This is an optimization exercise on Yosys and OpenROAD, whose aim is small area, not a production implementation.
The RTL was checked by simulation tests, not by an equivalence proof against the original design.

==> flow/config.mk <==
export PLATFORM = sky130hd
export DESIGN_NAME = cfar_detector
export DESIGN_NICKNAME = cfar_detector
export VERILOG_FILES = /design/flow/design.v
export SDC_FILE = /design/flow/constraint.sdc
export NUM_CORES = 4
export LEC_CHECK = 0
export CAP_MARGIN = 20
export CORE_MARGIN = 2
export CORE_UTILIZATION = 40
export SLEW_MARGIN = 20
==> flow/constraint.sdc <==
create_clock -name core_clock -period 10.0 [get_ports {clk}]
set_input_delay 2.0000 -clock core_clock [delete_from_list [all_inputs] [get_ports {clk}]]
set_output_delay 2.0000 -clock core_clock [all_outputs]
set_load 0.01 [all_outputs]
==> flow/design.v <==
module cfar_detector #(
    parameter DATA_WIDTH = 16,
    parameter GUARD_CELLS = 4,
    parameter REFERENCE_CELLS = 16
)(
    input wire clk,
    input wire rst_n,
    input wire enable,
    input wire [DATA_WIDTH-1:0] data_in,
    input wire data_valid,
    input wire [15:0] threshold_scale,
    output reg [15:0] detected_range,
    output reg [15:0] detected_velocity,
    output reg target_detected
);
localparam LAST_CELL = GUARD_CELLS*2+REFERENCE_CELLS*2;
localparam SUM_WIDTH = DATA_WIDTH + $clog2(REFERENCE_CELLS*2);
reg [DATA_WIDTH-1:0] cfar_window [0:LAST_CELL];
reg [SUM_WIDTH-1:0] reference_sum;
reg [SUM_WIDTH-1:0] reference_sum_next;
reg [DATA_WIDTH+15:0] threshold;
reg [DATA_WIDTH-1:0] cell_under_test;
reg [DATA_WIDTH-1:0] cell_under_test_d;
reg [15:0] range_counter;
reg [15:0] velocity_counter;
integer i;
always @(*) begin
    reference_sum_next = 0;
    for (i = 0; i < REFERENCE_CELLS; i = i + 1) begin
        reference_sum_next = reference_sum_next + cfar_window[i];
    end
    for (i = GUARD_CELLS*2+REFERENCE_CELLS+1; i <= LAST_CELL; i = i + 1) begin
        reference_sum_next = reference_sum_next + cfar_window[i];
    end
end
always @(posedge clk or negedge rst_n) begin
    if (!rst_n) begin
        for (i = 0; i <= LAST_CELL; i = i + 1) begin
            cfar_window[i] <= 0;
        end
        reference_sum <= 0;
        threshold <= 0;
        cell_under_test <= 0;
        cell_under_test_d <= 0;
        target_detected <= 0;
        detected_range <= 0;
        detected_velocity <= 0;
        range_counter <= 0;
        velocity_counter <= 0;
    end else if (enable && data_valid) begin
        for (i = LAST_CELL; i > 0; i = i - 1) begin
            cfar_window[i] <= cfar_window[i-1];
        end
        cfar_window[0] <= data_in;
        reference_sum <= reference_sum_next;
        threshold <= (reference_sum >> $clog2(REFERENCE_CELLS*2)) * threshold_scale;
        cell_under_test <= cfar_window[GUARD_CELLS+REFERENCE_CELLS];
        cell_under_test_d <= cell_under_test;
        if (cell_under_test_d > threshold) begin
            target_detected <= 1;
            detected_range <= range_counter;
            detected_velocity <= velocity_counter;
        end else begin
            target_detected <= 0;
        end
        range_counter <= range_counter + 1;
        if (range_counter == 1023) begin  
            range_counter <= 0;
            velocity_counter <= velocity_counter + 1;
            if (velocity_counter == 63) begin  
                velocity_counter <= 0;
            end
        end
    end
end
endmodule
==> flow/run.sh <==
#!/bin/bash
# synth_recipe.tcl (not shown) runs the flow's synth.tcl, then flattens the netlist and writes it again
# the make line also repeats each setting of config.mk as NAME=value (left out here)
make -C /OpenROAD-flow-scripts/flow DESIGN_CONFIG=/design/flow/config.mk WORK_HOME=/design/flow/orfs CLKGATE_MAP_FILE= SYNTH_SCRIPT=/design/flow/synth_recipe.tcl finish
==> results of run 1 <==
-- stage by stage --
stage	util [%]	hold slack (ns)	setup WS [ns]	std cells
floorplan	-	0.4386	2.505	5325
global placement	42.03	0.4472	1.430	6840
detailed placement	42.03	0.4506	1.428	6840
CTS	44.35	0.4540	2.131	6991
global route	44.39	0.4841	1.654	6993
finish	44.39	0.4546	2.027	6993
-- layout make-up --
cell class,count,share of cell area (%)
Clock inverter,27,0.6262
Timing Repair Buffer,97,1.827
Tap cell,1650,3.704
Clock buffer,124,4.606
Sequential cell,769,34.52
Inverter,885,5.959
Multi-Input combinational cell,3441,48.76
-- kinds of logic after synthesis --
| family | count (synthesis) | synth area share [%] |
|---|---|---|
| and+or+nand+nor | 2056 | 16.63 |
| buffers and inverters | 1115 | 8.282 |
| adders and majority gates | 831 | 30.46 |
| DFF | 769 | 38.05 |
| AOI/OAI and AO/OA | 500 | 5.650 |
| xor gates and xnor gates | 54 | 0.9351 |
-- state kept, by name, summed over array words and instances, names as in the netlist --
register	count
cfar_window	640
threshold	32
cell_under_test	16
detected_range	16
detected_velocity	16
range_counter	16
reference_sum	16
velocity_counter	16
target_detected	1
-- cell usage in the layout (no fill, tap or decap), types with 7 or more instances in the layout --
cell type and n:
inv_1 884, clkbuf_1 13, clkbuf_16 88, o21ai_0 302, fa_1 667, a21oi_1 38, o31ai_1 8, a31oi_1 37
xor2_1 23, nand3_1 47, xnor2_1 31, nor2_1 41, clkdlybuf4s50_1 67, a21o_1 24, and3_1 15, nand4_1 43
clkbuf_8 23, nor3_1 9, ha_1 164, nand2_1 1734, nor2b_1 40, clkinv_2 11, o21a_1 8, buf_4 21
o211ai_1 38, a211oi_1 8, dfrtp_1 769, o21ai_1 12, nor4_1 7, and2_1 90
-- layer usage --
layer | vias up | GRT usage [%]
met5 | - | 0
met4 | 0 | 4.498
met3 | 157 | 2.363
met2 | 366 | 28.90
met1 | 16640 | 22.06
li1 | 15900 | -
-- worst register-to-register path, cell delays in order (launching register included) --
cell      delay, ns
dfrtp_1        0.34
inv_1          0.07
fa_1           0.53
inv_1          0.05
fa_1           0.52
inv_1          0.05
fa_1           0.51
fa_1           0.53
inv_1          0.06
fa_1           0.51
fa_1           0.51
inv_1          0.05
fa_1           0.49
inv_1          0.05
fa_1           0.36
ha_1           0.31
a41o_1         0.24
a21oi_1        0.30
o21bai_1       0.25
a21oi_1        0.69
o21ai_0        0.28
o221ai_1       0.37
xor2_1         0.29
o21ai_0        0.11
-- worst paths after layout --
check                      slack (ns)            endpoint  cells after the start
max                              2.03       threshold[26]                     22
min                              0.45  cfar_window[17][1]                      2
max reg2reg                      2.35   reference_sum[19]                     23
min reg2reg                      0.45  cfar_window[17][1]                      2
max in group asynchronous        6.56  cfar_window[3][11]                      3
min in group asynchronous        1.33  cfar_window[40][0]                      1
==> reports/metrics.csv, run 1 <==
metric,value,unit
outcome,finished clean,
dr.pass1.iters,7,
finalHoldViolations,0,
clkLatencyLatePin,0.68,ns
critPathSlowestCell,clkdlybuf4s50_1,
yosysWarnings,2,
clock-root-buffer,clkbuf_16,
synth_edf_count,0,
remaining_drc_errors,0,
cp_num_buf_inv,6,
final_layout_size_suffix_gt1_share,3.406,%
clk_pin_slew,0.06,ns
r2r_start,cfar_window[30][2],
worst_ep_required_time,10.50,ns
numCtsBuffers,87,
seqCellArea,0.01924,mm²
syn_inst,5325,
placed_area,0.05277,mm²
design_area,0.05574,mm²
crit_chain,clkdlybuf4s50_1 -> nand2_1 -> fa_1 -> inv_1 -> fa_1 -> inv_1 -> fa_1 -> fa_1 -> inv_1 -> fa_1 -> inv_1 -> fa_1 -> inv_1 -> ha_1 -> a21oi_1 -> o21ai_1 -> a2111oi_2 -> nor3_1 -> o21a_1 -> a21o_1 -> a211oi_1 -> o31ai_1,
layout.nets,6148,
slowest_delay,0.95,ns
post-route-period-util,79.73,%
grt_pass1_vias,35720,
std_cell_rows,130,
max_slew.worst_pin.slew,1.092,ns
post-route-min-period,7.973,ns
grt_first_pass_wirelength,180.3,mm
start_util,40.28,%
cts_tree,yes,
setup_violations,0,
drtAntennaViolNets,0,
cap_violations,0,
async_flop_share,100.0,%
numPortBuffers,68,
drtIter0Drc,1972,
skew,0.03199,ns
hpwl,71.67,mm
grt_usage,16.73,%
ys_types,57,
yosysSeqAreaShare,38.05,%
clk_path_buf_depth,3,
die_width,359.6,µm
core,0.1256,mm²
holdBufCountCts,0,
multiInputGateArea,0.02718,mm²
drt_wl_total,101.5,mm
place_congestion,0.8427,
startpoint,threshold_scale[2],
hold_class,flip-flop to flip-flop,
overflow,0,
yosysTopAreaCell,dfrtp_1,
ys_top_cells_by_count,"nand2_1, inv_1, dfrtp_1",
synth_ff_type,dfrtp_1,
grt_max_degree,251,
met1_length,44.69,mm
worstSetupPathType,input pin to flip-flop,
crit_family,adder cells,
synth_seq_cells,769,
cts_resized,0,
cts_setup_buffers,0,
synth_area_leaders,"dfrtp_1, fa_1, nand2_1",
crit_top_cell,fa_1,
antenna_found_initial,0,
critPathMaxFanout,16,
die-area,0.1293,mm²
post-synth-top-count-cell,nand2_1,
finalMaxSlewViolations,0,
clock_sinks,769,
synthToLayoutAreaGrowth,10.21,%
slew_headroom,27.19,%
antenna_cells,0,
syn-cell-area,0.05058,mm²
wire_per_inst,14.51,µm
dr_wl_met3,2.772,mm
worst_ep_arrival_time,8.47,ns
finalSetupTns,0,ns
n_fill_cell,12050,
min_from,cfar_window[16][1],
max_clock_freq,125.4,MHz
rsz0062_at_grt,no,
dr_wl_met2,51.48,mm
syn_area_per_cell,9.498,µm²
end_kind,flip-flop,
routed_via_density,4.729,
die_y,359.6,µm
routed-via-count,33070,
io_pins,69,
htreeDepth,3,
synth_top_area_share,38.05,%
top_layer,met4,
startpoint_type,input pin,
==> inputs of run 2 (changes only) <==
==> flow/design.v (replaced) <==
module cfar_detector #(
    parameter DATA_WIDTH = 16,
    parameter GUARD_CELLS = 4,
    parameter REFERENCE_CELLS = 16
)(
    input wire clk,
    input wire rst_n,
    input wire enable,
    input wire [DATA_WIDTH-1:0] data_in,
    input wire data_valid,
    input wire [15:0] threshold_scale,
    output reg [15:0] detected_range,
    output reg [15:0] detected_velocity,
    output reg target_detected
);
wire acc = enable & data_valid;
reg [15:0] dly [1:41];           
reg [20:0] rsum;                 
reg [15:0] cnt;                  
reg        warm;                 
reg        p1, p2;               
integer i;
always @(posedge clk) begin
    if (acc) begin
        dly[1] <= data_in;
        for (i = 2; i <= 41; i = i + 1)
            dly[i] <= dly[i-1];
    end
end
wire [5:0] c6 = cnt[5:0];
wire v16 = warm | (c6 >= 6'd16);
wire v21 = warm | (c6 >= 6'd21);
wire v25 = warm | (c6 >= 6'd25);
wire v41 = warm | (c6 >= 6'd41);
wire [15:0] t16 = dly[16] & {16{v16}};
wire [15:0] t25 = dly[25] & {16{v25}};
wire [15:0] t41 = dly[41] & {16{v41}};
wire [20:0] rsum_next = rsum + data_in - t16 + t25 - t41;
wire [15:0] mean = rsum[20:5];
wire [16:0] tlow = mean * threshold_scale;
reg hi;
always @(*) begin
    hi = 1'b0;
    for (i = 1; i < 16; i = i + 1)
        hi = hi | (threshold_scale[i] & (|(mean >> (16 - i))));
end
wire [15:0] cut = dly[21];
wire det_next = v21 & ~hi & ~tlow[16] & (cut > tlow[15:0]);
always @(posedge clk or negedge rst_n) begin
    if (!rst_n) begin
        rsum <= 0;
        cnt <= 0;
        warm <= 0;
        p1 <= 0;
        p2 <= 0;
        target_detected <= 0;
        detected_range <= 0;
        detected_velocity <= 0;
    end else if (acc) begin
        rsum <= rsum_next;
        cnt <= cnt + 1'b1;
        if (&c6)
            warm <= 1'b1;
        p1 <= det_next;
        p2 <= p1;
        target_detected <= p2;
        if (p2) begin
            detected_range <= {6'd0, cnt[9:0]};
            detected_velocity <= {10'd0, cnt[15:10]};
        end
    end
end
endmodule
--- a/flow/config.mk
+++ b/flow/config.mk
@@ -9,3 +9,5 @@
 export CORE_MARGIN = 2
-export CORE_UTILIZATION = 40
+export CORE_UTILIZATION = 60
+export CTS_BUF_LIST = sky130_fd_sc_hd__clkbuf_8
+export CTS_CLUSTER_SIZE = 30
 export SLEW_MARGIN = 20
==> run 2 against run 1 <==
Compared with the run above:
- clock skew down 0.0069 ns
- cell area down 42%
- flip-flop and latch count down 56
- fmax down 0.29%
- critical endpoint is now p1
- largest cell class is now sequential cells
- sequential share of layout area up 31 points
- critical path depth unchanged
- critical path type unchanged
==> reports/metrics.csv, run 2 <==
metric,value,unit
cts_setup_buffers,0,
finalHoldViolations,0,
r2r-end,p1,
clock-root-buffer,clkbuf_8,
holdBufCountCts,0,
slowest_delay,0.90,ns
die-area,0.05071,mm²
max_slew.worst_pin.slew,1.122,ns
post-route-period-util,79.96,%
cap_violations,0,
syn_area_per_cell,17.14,µm²
hpwl,30.22,mm
drt_wl_total,48.45,mm
setup_violations,0,
layout.nets,2123,
outcome,finished clean,
async_flop_share,7.994,%
numCtsBuffers,107,
io_pins,69,
end_kind,flip-flop,
synth_ff_type,edfxtp_1,
finalMaxSlewViolations,0,
critPathCapture,p1,
worst_ep_arrival_time,8.57,ns
layout_common_cells,"edfxtp_1, inv_1, nand2_1, fa_1, clkbuf_8",
routed-via-count,13570,
path_depth,22,
dr.pass1.iters,5,
crit_top_cell,fa_1,
startpoint,threshold_scale[3],
grt_max_degree,204,
post-synth-top-count-cell,edfxtp_1,
htreeDepth,3,
top_register,dly,
core,0.04865,mm²
crit_chain,clkdlybuf4s50_1 -> nand2_1 -> fa_1 -> fa_1 -> fa_1 -> inv_1 -> fa_1 -> fa_1 -> inv_1 -> fa_1 -> inv_1 -> ha_1 -> or3_1 -> or3_1 -> a31oi_1 -> xor2_1 -> ha_1 -> nand4_1 -> nor2_1 -> a21oi_1 -> nand4_1 -> o41ai_2,
reg.largest.list,"dly x656, rsum x21, cnt x16",
synth_top_area_share,67.11,%
yosysTopAreaCell,edfxtp_1,
post-route-min-period,7.996,ns
worstSetupPathType,input pin to flip-flop,
clock_sinks,713,
cts_resized,0,
r2r_cells,22,
yosysWarnings,2,
drtAntennaViolNets,0,
ys_top_cells_by_count,"edfxtp_1, nand2_1, inv_1",
place_congestion,0.8473,
grt_first_pass_wirelength,75.18,mm
slew_headroom,25.23,%
syn-cell-area,0.02935,mm²
clk_pin_slew,0.07,ns
yosysSeqAreaShare,71.97,%
overflow,0,
layout_commonest_cell,edfxtp_1,
antenna_cells,0,
synthToLayoutAreaGrowth,10.66,%
startpoint_type,input pin,
skew,0.02513,ns
r2r_start,rsum[10],
rsz0062_at_grt,no,
critPathSlowestCell,clkdlybuf4s50_1,
die_width,225.2,µm
ys_types,63,
clkLatencyLatePin,0.68,ns
dp_cells,2361,
wire_per_inst,18.96,µm
cts_tree,yes,
numPortBuffers,52,
critPathMaxFanout,16,
start_util,60.34,%
largest_reg_flops,656,
hold_class,flip-flop to flip-flop,
cp_num_buf_inv,4,
crit_family,adder cells,
clk_path_buf_depth,3,
grt_pass1_vias,13840,
worst_ep_required_time,10.57,ns
r2r_slack,3.27,ns
die_y,225.2,µm
synth_seq_cells,713,
fin_cells,2555,
antenna_found_initial,0,
remaining_drc_errors,0,
routed_via_density,5.312,
final_layout_size_suffix_gt1_share,9.002,%
finalSetupTns,0,ns
synth_edf_count,656,
grt_usage,19.84,%
syn_inst,1713,
std_cell_rows,81,
max_clock_freq,125.1,MHz
synth_area_leaders,"edfxtp_1, fa_1, dfrtp_1",
drtIter0Drc,768,
-- run 2: area by class of cell --
cell class                      count  area, µm²
Sequential cell                   713      21130
Fill cell                        3376      16160
Multi-Input combinational cell    802       7362
Clock buffer                      111       1528
Tap cell                          622      778.2
Timing Repair Buffer               62      615.6
Inverter                          162      615.6
Clock inverter                     83      459.2
-- run 2: cell families (layout without fill, tap and decap cells) --
group	Yosys count	count (layout)	synth area share (%)
xor+xnor	68	68	2.029
simple gates	345	345	5.695
compound gates	120	120	2.779
other cells	1	16	0.01277
fa+ha+maj	239	239	13.82
mux	14	14	0.5371
flops	713	713	71.97
buf+inv	213	418	3.163
-- run 2: worst min-delay path by stage --
stage | from | to | slack [ns] | cells past startpoint
floorplan | dly[9][0] | dly[10][0] | 0.40 | 0
global placement | dly[20][15] | dly[21][15] | 0.40 | 0
finish | dly[23][14] | dly[24][14] | 0.40 | 0
CTS | dly[37][15] | dly[38][15] | 0.40 | 0
detailed placement | dly[9][13] | dly[10][13] | 0.40 | 0
global route | dly[35][15] | dly[36][15] | 0.40 | 0
-- run 2: per-stage QoR --
stage               hold slack (ns)  setup WS (ns)  util, %  cell area (µm²)
finish                       0.3990          2.004    66.77            32480
global placement             0.4007          1.454    62.69            30500
floorplan                    0.4003          2.295        -            29410
CTS                          0.3989          2.064    66.77            32480
detailed placement           0.4045          1.346    62.69            30500
global route                 0.4040          1.587    66.77            32480
-- run 2: layer usage --
metal | wire length (µm) | track usage [%] | up-vias
met4 | 1276 | 7.520 | 0
li1 | - | - | 6294
met1 | 22310 | 28.18 | 6915
met5 | 0 | 0 | -
met2 | 22780 | 30.82 | 261
met3 | 2085 | 4.107 | 103
==> inputs of run 3 (changes only) <==
--- a/flow/config.mk
+++ b/flow/config.mk
@@ -9,5 +9,4 @@
 export CORE_MARGIN = 2
-export CORE_UTILIZATION = 60
-export CTS_BUF_LIST = sky130_fd_sc_hd__clkbuf_8
-export CTS_CLUSTER_SIZE = 30
+export CORE_UTILIZATION = 40
+export CTS_BUF_LIST = sky130_fd_sc_hd__clkbuf_4
 export SLEW_MARGIN = 20
==> run 3 against run 2 <==
Compared with the run above:
- still clean
- first-iteration DRC count rose by 23%
- setup slack better by 0.086 ns
- routed wire length up 5.4%
- worst hold slack lost 0.027 ns
- cell area increased by 1.6%
- clock skew increased by 0.038 ns
==> reports/metrics.csv, run 3 <==
metric,value,unit
clock-root-buffer,clkbuf_4,
worst_ep_arrival_time,8.77,ns
synth_ff_type,edfxtp_1,
cap_violations,0,
r2r_cells,22,
grt_max_degree,226,
post-route-period-util,79.10,%
place_congestion,0.7957,
critPathMaxFanout,16,
holdBufCountCts,0,
r2r_slack,3.23,ns
finalSetupTns,0,ns
max_slew.worst_pin.slew,1.001,ns
std_cell_rows,99,
routed-via-count,14030,
min_from,dly[7][14],
remaining_drc_errors,0,
slew_headroom,33.26,%
yosysTopAreaCell,edfxtp_1,
numPortBuffers,52,
rsz0062_at_grt,no,
clk_path_buf_depth,3,
clkLatencyLatePin,0.97,ns
syn-cell-area,0.02935,mm²
final_layout_size_suffix_gt1_share,14.62,%
hold_path_end,dly[8][14],
placed_area,0.03091,mm²
overflow,0,
max_clock_freq,126.4,MHz
ys_types,63,
clock_sinks,713,
wire_per_inst,17.11,µm
yosysSeqAreaShare,71.97,%
hpwl,31.15,mm
finalMaxSlewViolations,0,
cts_setup_buffers,0,
die_y,274.9,µm
dr.pass1.iters,5,
synth_seq_cells,713,
r2r_start,rsum[10],
hold_class,flip-flop to flip-flop,
skew,0.06360,ns
largest_reg_flops,656,
post-route-min-period,7.910,ns
routed_via_density,4.700,
numCtsBuffers,170,
outcome,finished clean,
finalHoldViolations,0,
setup_violations,0,
async_flop_share,7.994,%
synth_area_leaders,"edfxtp_1, fa_1, dfrtp_1",
startpoint_type,input pin,
layout_common_cells,"edfxtp_1, clkbuf_4, nand2_1, inv_1, fa_1",
clk_pin_slew,0.07,ns
grt_usage,14.15,%
design_area,0.03300,mm²
hold_depth,0,
die_width,274.9,µm
io_pins,69,
grt_pass1_vias,14980,
worstSetupPathType,input pin to flip-flop,
final_util,45.31,%
drtAntennaViolNets,0,
drt_wl_total,51.08,mm
top_register,dly,
grt_first_pass_wirelength,81.69,mm
post-synth-top-count-cell,edfxtp_1,
start_util,40.30,%
drtIter0Drc,945,
end_kind,flip-flop,
r2r-end,p1,
synthToLayoutAreaGrowth,12.42,%
cts_tree,yes,
worst_ep_required_time,10.86,ns
htreeDepth,4,
syn_area_per_cell,17.14,µm²
yosysWarnings,2,
core,0.07283,mm²
reg.largest.list,"dly x656, rsum x21, cnt x16",
die-area,0.07557,mm²
cts_resized,0,
ys_top_cells_by_count,"edfxtp_1, nand2_1, inv_1",
antenna_found_initial,3,
n_fill_cell,6451,
syn_inst,1713,
layout_commonest_cell,edfxtp_1,
synth_edf_count,656,
synth_top_area_share,67.11,%
layout.nets,2186,
[run 3: cell count changes in the layout (fill, tap and decap cells not counted), moves of 4 or more]
cell,previous run,this run
inv_1,199,161
clkinv_2,13,2
clkbuf_8,111,0
inv_6,0,4
clkinv_1,23,31
clkbuf_4,0,238
[run 3: layout make-up]
class                   count  area, µm²  share of cell area, %
clock inverters            48      266.5                 0.8076
diodes                      2      5.005                0.01517
clock buffers             238       1787                  5.414
inverters                 162      615.6                  1.865
well taps                 959       1200                  3.636
multi-input cells         802       7362                  22.31
repair buffers             62      639.4                  1.937
flip-flops and latches    713      21130                  64.02
[run 3: kinds of logic (layout without fill, tap and decap cells)]
kind of cell / after synthesis / count (layout) / share of synthesized area, %
other: 1 / 18 / 0.01277
AND/OR/NAND/NOR: 345 / 345 / 5.695
multiplexers: 14 / 14 / 0.5371
buffers and inverters: 213 / 510 / 3.163
flip-flops: 713 / 713 / 71.97
AO/OA/AOI/OAI: 120 / 120 / 2.779
XOR/XNOR: 68 / 68 / 2.029
adder cells (fa/ha/maj): 239 / 239 / 13.82
[run 3: metal layers]
metal	part of all wire, %	global-route usage [%]
met5	0	0
met4	2.6	6.259
met3	3.9	3.518
met2	47	21.34
met1	47	19.52
[run 3: stage by stage]
stage	hold slack (ns)	std cells	setup WS [ns]
floorplan	0.4003	1728	2.295
global placement	0.4008	2697	1.333
detailed placement	0.4045	2697	1.137
CTS	0.3663	2983	2.226
global route	0.3734	2986	1.814
finish	0.3724	2986	2.090
[run 3: worst max path at each step]
stage,slack [ns],start,to
2_1_floorplan,2.29,threshold_scale[6],p1
3_3_place_gp,1.33,threshold_scale[3],p1
3_5_place_dp,1.14,threshold_scale[3],p1
4_1_cts,2.23,threshold_scale[3],p1
5_1_grt,1.81,threshold_scale[3],p1
6_report,2.09,threshold_scale[3],p1
[run 3: worst max-delay path, stage by stage]
cell and delay, ns:
clkdlybuf4s50_1 1.02, nand2_1 0.17, fa_1 0.59, fa_1 0.43, fa_1 0.52, inv_1 0.05, fa_1 0.46, fa_1 0.54
inv_1 0.05, fa_1 0.53, inv_1 0.04, ha_1 0.24, or3_1 0.36, or3_1 0.35, a31oi_1 0.22, xor2_1 0.21
ha_1 0.28, nand4_1 0.10, nor2_1 0.06, a21oi_1 0.13, nand4_1 0.10, o41ai_2 0.31
==> inputs of run 4 (changes only) <==
--- a/flow/config.mk
+++ b/flow/config.mk
@@ -10,3 +10,2 @@
 export CORE_UTILIZATION = 40
-export CTS_BUF_LIST = sky130_fd_sc_hd__clkbuf_4
 export SLEW_MARGIN = 20
==> run 4 against run 3 <==
Compared with the run above:
- fmax is 4.3% lower
- die area stayed put
- routed wire length is 2.3% lower
- clock-buffer cell count is 154 lower
- flip-flop and latch count stayed put
- worst hold slack better by 0.024 ns
- setup slack worse by 0.36 ns
- sequential share of layout area is 0.55 points lower
- critical endpoint unchanged
- highest routed layer unchanged
==> reports/metrics.csv, run 4 <==
metric,value,unit
synth_seq_cells,713,
synth_top_area_share,67.11,%
io_pins,69,
cts_setup_buffers,0,
startpoint_type,input pin,
max_clock_freq,120.9,MHz
place_congestion,0.7957,
yosysWarnings,2,
hold_path_end,dly[31][11],
async_flop_share,7.994,%
clock-root-buffer,clkbuf_16,
critPathMaxFanout,16,
hold_class,flip-flop to flip-flop,
overflow,0,
min_from,dly[30][11],
routed_via_density,4.740,
ys_types,63,
startpoint,threshold_scale[3],
cap_violations,0,
numCtsBuffers,70,
top_register,dly,
yosysTopAreaCell,edfxtp_1,
drtAntennaViolNets,0,
syn-cell-area,0.02935,mm²
dr.pass1.iters,5,
final_layout_size_suffix_gt1_share,7.758,%
syn_inst,1713,
finalMaxSlewViolations,0,
layout_commonest_cell,edfxtp_1,
post-synth-top-count-cell,edfxtp_1,
hold-worst-slack,0.3963,ns
die_width,274.9,µm
htreeDepth,3,
slew_headroom,34.86,%
worstSetupPathType,input pin to flip-flop,
largest_reg_flops,656,
rsz0062_at_grt,no,
max_slew.worst_pin.slew,0.9771,ns
post-route-min-period,8.269,ns
worst_slack,1.731,ns
holdBufCountCts,0,
clock_sinks,713,
synth_edf_count,656,
yosysSeqAreaShare,71.97,%
core,0.07283,mm²
r2r_slack,3.19,ns
hpwl,31.15,mm
die_y,274.9,µm
r2r_cells,22,
antenna_found_initial,2,
wire_per_inst,17.65,µm
r2r-end,p1,
layout.nets,2086,
grt_usage,13.67,%
setup_violations,0,
post-route-period-util,82.69,%
synth_area_leaders,"edfxtp_1, fa_1, dfrtp_1",
n_fill_cell,6306,
worst_ep_required_time,10.51,ns
clk_path_buf_depth,3,
ys_top_cells_by_count,"edfxtp_1, nand2_1, inv_1",
grt_first_pass_wirelength,79.54,mm
r2r_start,rsum[10],
worst_ep_arrival_time,8.78,ns
syn_area_per_cell,17.14,µm²
drtIter0Drc,954,
layout_common_cells,"edfxtp_1, nand2_1, inv_1, fa_1, ha_1",
start_util,40.30,%
cts_tree,yes,
final_util,45.70,%
end_kind,flip-flop,
finalHoldViolations,0,
finalSetupTns,0,ns
grt_pass1_vias,14150,
skew,0.02700,ns
clk_pin_slew,0.06,ns
cts_resized,0,
drt_wl_total,49.93,mm
grt_max_degree,226,
routed-via-count,13410,
reg.largest.list,"dly x656, rsum x21, cnt x16",
std_cell_rows,99,
die-area,0.07557,mm²
synth_ff_type,edfxtp_1,
synthToLayoutAreaGrowth,13.39,%
numPortBuffers,52,
remaining_drc_errors,0,
hold_depth,0,
place_ws,1.137,ns
outcome,finished clean,
clkLatencyLatePin,0.62,ns
-- run 4: cell counts after synthesis --
No cell type changed its count.
-- run 4: layout make-up --
class	count	area, µm²	area share (%)
timing repair buffer	62	639.4	1.921
inverter	162	615.6	1.849
tap	959	1200	3.605
sequential	713	21130	63.47
antenna	1	2.502	0.007518
multi-input combinational	802	7362	22.12
clock buffer	84	1814	5.451
clock inverter	46	526.8	1.583
-- run 4: worst max path at each step --
stage | slack [ns] | depth (start not counted) | to
finish | 1.73 | 22 | p1
detailed placement | 1.14 | 22 | p1
global placement | 1.33 | 22 | p1
floorplan | 2.29 | 23 | p1
global route | 1.39 | 22 | p1
CTS | 1.77 | 22 | p1
-- run 4: kinds of logic (layout without fill, tap and decap cells) --
group                      after synthesis  after routing  synth area share, %
other                                    1             17              0.01277
and+or+nand+nor                        345            345                5.695
AOI/OAI and AO/OA                      120            120                2.779
muxes                                   14             14               0.5371
adders and majority gates              239            239                13.82
buffers and inverters                  213            354                3.163
DFF                                    713            713                71.97
xor gates and xnor gates                68             68                2.029
-- run 4: worst max-delay path, stage by stage --
cell	delay (ns)
clkdlybuf4s50_1	1.01
nand2_1	0.17
fa_1	0.59
fa_1	0.43
fa_1	0.52
inv_1	0.05
fa_1	0.46
fa_1	0.54
inv_1	0.05
fa_1	0.53
inv_1	0.04
ha_1	0.24
or3_1	0.36
or3_1	0.35
a31oi_1	0.23
xor2_1	0.21
ha_1	0.28
nand4_1	0.10
nor2_1	0.06
a21oi_1	0.13
nand4_1	0.10
o41ai_2	0.30
-- run 4: through the flow --
stage          instance area [µm²]  cells
6_report                     33290   2829
2_1_floorplan                29410   1728
4_1_cts                      33250   2827
5_1_grt                      33280   2828
3_3_place_gp                 30910   2697
3_5_place_dp                 30910   2697
-- run 4: routing by layer --
| metal | track usage (%) | vias to the layer above | wire (µm) |
|---|---|---|---|
| li1 | - | 6206 | - |
| met1 | 19.35 | 6914 | 23490 |
| met2 | 21.45 | 200 | 23440 |
| met3 | 2.418 | 89 | 1580 |
| met4 | 4.680 | 0 | 1410 |
| met5 | 0 | - | 0 |
==> inputs of run 5 (changes only) <==
==> flow/flow/run.sh (new file) <==
#!/bin/bash
# Standard ORFS layout with two changes: input/output port buffers use the
# smallest buffer cell, and clock tree synthesis uses small clock buffers
# without dummy loads.
set -euo pipefail
export BUFFER_PORTS_ARGS="-buffer_cell sky130_fd_sc_hd__buf_1"
export CTS_ARGS="-sink_clustering_enable -repair_clock_nets -dont_use_dummy_load -buf_list sky130_fd_sc_hd__clkbuf_4 ${CTS_EXTRA:-}"
bash standard.sh finish > standard_make.log 2>&1
==> flow/standard.sh (new file) <==
#!/bin/bash
# synth_recipe.tcl (not shown) runs the flow's synth.tcl, then flattens the netlist and writes it again
# the make line also repeats each setting of config.mk as NAME=value (left out here)
make -C /OpenROAD-flow-scripts/flow DESIGN_CONFIG=/design/flow/config.mk WORK_HOME=/design/flow/orfs CLKGATE_MAP_FILE= SYNTH_SCRIPT=/design/flow/synth_recipe.tcl "${@:-finish}"
--- a/flow/config.mk
+++ b/flow/config.mk
@@ -9,3 +9,3 @@
 export CORE_MARGIN = 2
-export CORE_UTILIZATION = 40
+export CORE_UTILIZATION = 60
 export SLEW_MARGIN = 20
removed: flow/run.sh
==> run 5 against run 4 <==
Compared with the run above:
- sequential share of layout area grew 3.6 points
- still clean on timing, DRC and antenna
- register-to-register slack better by 0.14 ns
- fmax grew 9.7%
- clock skew increased by 0.074 ns
- die area is 33% lower
- setup slack improved by 0.73 ns
- clock-buffer cell count up 90
==> reports/metrics.csv, run 5 <==
metric,value,unit
fin_cells,2539,
clock-root-buffer,clkbuf_4,
synth_area_leaders,"edfxtp_1, fa_1, dfrtp_1",
die_y,225.2,µm
crit_top_cell,fa_1,
slowest_delay,0.71,ns
numCtsBuffers,174,
die_width,225.2,µm
max_slew.worst_pin.slew,1.131,ns
synth_edf_count,656,
startpoint_type,input pin,
cts_tree,yes,
clkLatencyLatePin,0.94,ns
largest_reg_flops,656,
layout.nets,2191,
rsz0062_at_grt,no,
crit_chain,buf_1 -> nand2_1 -> fa_1 -> fa_1 -> fa_1 -> fa_1 -> inv_1 -> fa_1 -> inv_1 -> fa_1 -> inv_1 -> ha_1 -> or3_1 -> or3_1 -> a31oi_1 -> xor2_1 -> ha_1 -> nand4_1 -> nor2_1 -> a21oi_1 -> nand4_1 -> o41ai_2,
ys_types,63,
drt_wl_total,48.70,mm
max_clock_freq,132.7,MHz
hold_class,flip-flop to flip-flop,
hpwl,30.10,mm
cap_violations,0,
yosysTopAreaCell,edfxtp_1,
grt_max_degree,190,
place_ws,1.562,ns
drtAntennaViolNets,0,
holdBufCountCts,0,
drtIter0Drc,884,
layout_commonest_cell,edfxtp_1,
critPathSlowestCell,buf_1,
wire_per_inst,19.18,µm
routed_via_density,5.382,
place_congestion,0.8370,
cts_setup_buffers,0,
synthToLayoutAreaGrowth,7.323,%
placed_area,0.03019,mm²
layout_common_cells,"edfxtp_1, clkbuf_4, nand2_1, inv_1, fa_1",
start_util,60.34,%
final_layout_size_suffix_gt1_share,11.34,%
routed-via-count,13670,
antenna_found_initial,2,
io_pins,69,
overflow,0,
post-route-min-period,7.538,ns
dp_cells,2362,
n_fill_cell,3509,
final_util,64.76,%
finalHoldViolations,0,
clk_path_buf_depth,3,
worst_slack,2.462,ns
worst_ep_arrival_time,8.36,ns
finalSetupTns,0,ns
critPathMaxFanout,16,
grt_first_pass_wirelength,76.94,mm
synth_top_area_share,67.11,%
clock_sinks,713,
post-route-period-util,75.38,%
yosysSeqAreaShare,71.97,%
cts_resized,0,
async_flop_share,7.994,%
grt_usage,20.51,%
hold-worst-slack,0.3443,ns
reg.largest.list,"dly x656, rsum x21, cnt x16",
slew_headroom,24.62,%
synth_seq_cells,713,
syn-cell-area,0.02935,mm²
ys_top_cells_by_count,"edfxtp_1, nand2_1, inv_1",
cp_num_buf_inv,4,
htreeDepth,4,
design_area,0.03150,mm²
clk_pin_slew,0.06,ns
skew,0.1012,ns
synth_ff_type,edfxtp_1,
finalMaxSlewViolations,0,
numPortBuffers,52,
die-area,0.05071,mm²
core,0.04865,mm²
crit_family,adder cells,
grt_pass1_vias,14300,
outcome,finished clean,
remaining_drc_errors,0,
dr.pass1.iters,5,
worst_ep_required_time,10.82,ns
setup_violations,0,
syn_area_per_cell,17.14,µm²
worstSetupPathType,input pin to flip-flop,
std_cell_rows,81,
syn_inst,1713,
top_register,dly,
yosysWarnings,2,
end_kind,flip-flop,
post-synth-top-count-cell,edfxtp_1,
[run 5: cell types whose count changed in the layout (fill, tap and decap cells not counted), moves of 13 or more]
| cell | delta |
|---|---|
| buf_1 | +51 |
| clkbuf_1 | -13 |
| clkbuf_16 | -70 |
| clkbuf_4 | +174 |
| clkdlybuf4s50_1 | -51 |
| clkinv_1 | -13 |
[run 5: worst register-to-register path, cell delays in order, from the launching register on]
cell and delay [ns]:
dfrtp_1 0.69, and2_1 0.35, fa_1 0.53, inv_1 0.06, fa_1 0.57, fa_1 0.44, fa_1 0.50, inv_1 0.06
fa_1 0.52, inv_1 0.05, fa_1 0.53, inv_1 0.04, ha_1 0.22, or3_1 0.36, or3_1 0.34, a31oi_1 0.21
xor2_1 0.17, ha_1 0.26, nand4_1 0.10, nor2_1 0.06, a21oi_1 0.14, nand4_1 0.12, o41ai_2 0.30
[run 5: path summary, 6_finish.rpt]
| kind | from | to | slack, ns | cells past startpoint |
|---|---|---|---|---|
| worst max-delay path | threshold_scale[2] | p1 | 2.46 | 22 |
| worst max register to register | rsum[10] | p1 | 3.33 | 22 |
| worst min register to register | dly[23][13] | dly[24][13] | 0.34 | 0 |
| min in group asynchronous | rst_n | detected_velocity[5] | 1.25 | 2 |
| worst min-delay path | dly[23][13] | dly[24][13] | 0.34 | 0 |
| max in group asynchronous | rst_n | rsum[16] | 8.18 | 2 |
[run 5: kinds of logic (layout without fill, tap and decap cells)]
family | count (synthesis) | after routing | share of synthesized area [%]
flip-flops | 713 | 713 | 71.97
multiplexers | 14 | 14 | 0.5371
other | 1 | 19 | 0.01277
AND/OR/NAND/NOR | 345 | 345 | 5.695
AO/OA/AOI/OAI | 120 | 120 | 2.779
buffers and inverters | 213 | 399 | 3.163
XOR/XNOR | 68 | 68 | 2.029
adder cells (fa/ha/maj) | 239 | 239 | 13.82
[run 5: metal layers]
| layer | wire [µm] | global-route usage (%) | part of all wire [%] |
|---|---|---|---|
| met5 | 0 | 0 | 0 |
| met4 | 1458 | 9.955 | 3.0 |
| met3 | 2048 | 5.072 | 4.2 |
| met2 | 22880 | 30.67 | 47 |
| met1 | 22310 | 28.67 | 46 |
[run 5: layout make-up]
class / count / area, µm² / share of cell area, %
diodes: 3 / 7.507 / 0.02383
flip-flops and latches: 713 / 21130 / 67.06
inverters: 162 / 615.6 / 1.954
multi-input cells: 802 / 7363 / 23.37
clock buffers: 174 / 1306 / 4.146
repair buffers: 63 / 307.8 / 0.9770
well taps: 622 / 778.2 / 2.470
==> inputs of run 6 (changes only) <==
--- a/flow/flow/run.sh
+++ b/flow/flow/run.sh
@@ -6,3 +6,3 @@
 export BUFFER_PORTS_ARGS="-buffer_cell sky130_fd_sc_hd__buf_1"
-export CTS_ARGS="-sink_clustering_enable -repair_clock_nets -dont_use_dummy_load -buf_list sky130_fd_sc_hd__clkbuf_4 ${CTS_EXTRA:-}"
+export CTS_ARGS="-sink_clustering_enable -repair_clock_nets -dont_use_dummy_load -buf_list sky130_fd_sc_hd__clkbuf_8 -sink_clustering_size 20 -sink_clustering_max_diameter 80"
 bash standard.sh finish > standard_make.log 2>&1
==> run 6 against run 5 <==
Compared with the run above:
- setup slack got worse by 0.31 ns
- still clean on timing, DRC and antenna
- critical path type unchanged
- die area unchanged
- global-route usage decreased by 1.2 points
- cell count decreased by 5.2%
- utilization decreased by 1.5 points
==> reports/metrics.csv, run 6 <==
metric,value,unit
place_congestion,0.8370,
hold_class,flip-flop to flip-flop,
synthToLayoutAreaGrowth,4.910,%
slew_headroom,31.10,%
syn-cell-area,0.02935,mm²
hpwl,30.10,mm
worstSetupPathType,input pin to flip-flop,
antenna_found_initial,0,
io_pins,69,
grt_first_pass_wirelength,73.66,mm
drtIter0Drc,781,
synth_area_leaders,"edfxtp_1, fa_1, dfrtp_1",
antenna_cells,0,
die_width,225.2,µm
yosysWarnings,2,
skew,0.07158,ns
synth_seq_cells,713,
final_layout_size_suffix_gt1_share,4.877,%
post-synth-top-count-cell,edfxtp_1,
rsz0062_at_grt,no,
layout.nets,2061,
dp_cells,2362,
syn_inst,1713,
worst_ep_arrival_time,8.35,ns
drtAntennaViolNets,0,
critPathSlowestCell,buf_1,
cts_tree,yes,
drt_wl_total,47.00,mm
die_y,225.2,µm
routed_via_density,5.371,
cts_setup_buffers,0,
layout_common_cells,"edfxtp_1, nand2_1, inv_1, fa_1, ha_1",
crit_chain,buf_1 -> nand2_1 -> fa_1 -> fa_1 -> fa_1 -> fa_1 -> inv_1 -> fa_1 -> inv_1 -> fa_1 -> inv_1 -> ha_1 -> or3_1 -> or3_1 -> a31oi_1 -> xor2_1 -> ha_1 -> nand4_1 -> nor2_1 -> a21oi_1 -> nand4_1 -> o41ai_2,
synth_edf_count,656,
finalSetupTns,0,ns
yosysTopAreaCell,edfxtp_1,
clk_path_buf_depth,3,
worst_ep_required_time,10.50,ns
overflow,0,
crit_top_cell,fa_1,
outcome,finished clean,
end_kind,flip-flop,
top_register,dly,
ys_top_cells_by_count,"edfxtp_1, nand2_1, inv_1",
numCtsBuffers,44,
reg.largest.list,"dly x656, rsum x21, cnt x16",
fin_cells,2406,
finalMaxSlewViolations,0,
ys_types,63,
critPathMaxFanout,16,
routed-via-count,12920,
clk_pin_slew,0.11,ns
holdBufCountCts,0,
synth_top_area_share,67.11,%
clock-root-buffer,clkbuf_8,
dr.pass1.iters,5,
synth_ff_type,edfxtp_1,
start_util,60.34,%
max_clock_freq,127.4,MHz
syn_area_per_cell,17.14,µm²
largest_reg_flops,656,
clkLatencyLatePin,0.65,ns
cap_violations,0,
setup_violations,0,
slowest_delay,0.70,ns
wire_per_inst,19.53,µm
post-route-period-util,78.49,%
clock_sinks,713,
layout_commonest_cell,edfxtp_1,
grt_max_degree,190,
yosysSeqAreaShare,71.97,%
cts_resized,0,
numPortBuffers,52,
async_flop_share,7.994,%
grt_usage,19.32,%
std_cell_rows,81,
startpoint_type,input pin,
die-area,0.05071,mm²
htreeDepth,2,
grt_pass1_vias,13220,
finalHoldViolations,0,
remaining_drc_errors,0,
max_slew.worst_pin.slew,1.033,ns
core,0.04865,mm²
post-route-min-period,7.849,ns
-- run 6: cells by family after synthesis --
kind of cell	synth area share, %
AO/OA/AOI/OAI	2.779
flip-flops	71.97
buffers and inverters	3.163
multiplexers	0.5371
XOR/XNOR	2.029
AND/OR/NAND/NOR	5.695
adder cells (fa/ha/maj)	13.82
other	0.01277
-- run 6: routing by layer --
layer  share of wire, %  track usage (%)
met1                 46            28.20
met3                3.4            2.842
met2                 48            30.68
met4                2.4            5.982
met5                  0                0
-- run 6: worst max-delay path, delay by kind of cell --
family	cells	cell delay (ns)
compound gates	3	0.66
xor+xnor	1	0.17
fa+ha+maj	8	3.52
buf+inv	4	0.85
simple gates	6	1.15
-- run 6: area by class of cell --
| class | count | area (µm²) |
|---|---|---|
| Sequential cell | 713 | 21130 |
| Fill cell | 3525 | 17850 |
| Multi-Input combinational cell | 802 | 7363 |
| Tap cell | 622 | 778.2 |
| Inverter | 162 | 615.6 |
| Clock buffer | 44 | 605.6 |
| Timing Repair Buffer | 63 | 307.8 |
-- run 6: worst paths after layout --
kind,start,endpoint,slack (ns),cells after the start
setup / recovery,threshold_scale[2],p1,2.15,22
hold / removal,dly[23][5],dly[24][5],0.35,0
setup reg to reg,rsum[10],p1,3.21,22
hold reg to reg,dly[23][5],dly[24][5],0.35,0
max in group asynchronous,rst_n,rsum[5],7.92,2
min in group asynchronous,rst_n,rsum[11],1.51,2
-- run 6: per-stage QoR --
step	instance area, µm²	hold slack (ns)	setup slack (ns)	utilization (%)
global placement	30190	0.4005	1.715	62.05
global route	30800	0.3409	1.917	63.31
CTS	30790	0.3456	2.235	63.30
finish	30800	0.3464	2.151	63.31
floorplan	29410	0.4003	2.295	-
detailed placement	30190	0.4045	1.562	62.05

-- afterwards: timing with drivers on the ports --
Ports are ideal in the flow. The routed layouts listed here were re-timed in OpenROAD. Step 1: set_driving_cell puts a clkbuf_16 on clk and a buf_2 on each other input, an assumption about the parent block. Step 2 moves the port delays by t, midway between the first and last clock arrival at a register: inputs arrive t later, outputs are due t later. That takes back most of the time a late clock gives input paths. Three values: ideal ports, drivers, drivers and shift; two values: the first two.
run	t, ns	setup slack, ns	slew at the worst register clock pin (ns)
run 1	0.742	2.027 / 2.077 / 1.335	0.06 / 0.06
run 2	0.718	2.004 / 2.031 / 1.314	0.07 / 0.07
run 3	0.994	2.090 / 2.113 / 1.119	0.07 / 0.07
run 4	0.663	1.731 / 1.756 / 1.093	0.07 / 0.07
run 5	0.953	2.462 / 2.494 / 1.541	0.07 / 0.07
run 6	0.655	2.151 / 2.182 / 1.527	0.12 / 0.12
After both steps setup and hold are still met in every run listed. For run 3, which loses most, drivers alone change the setup slack by +0.023 ns; drivers and shift together by -0.971 ns.
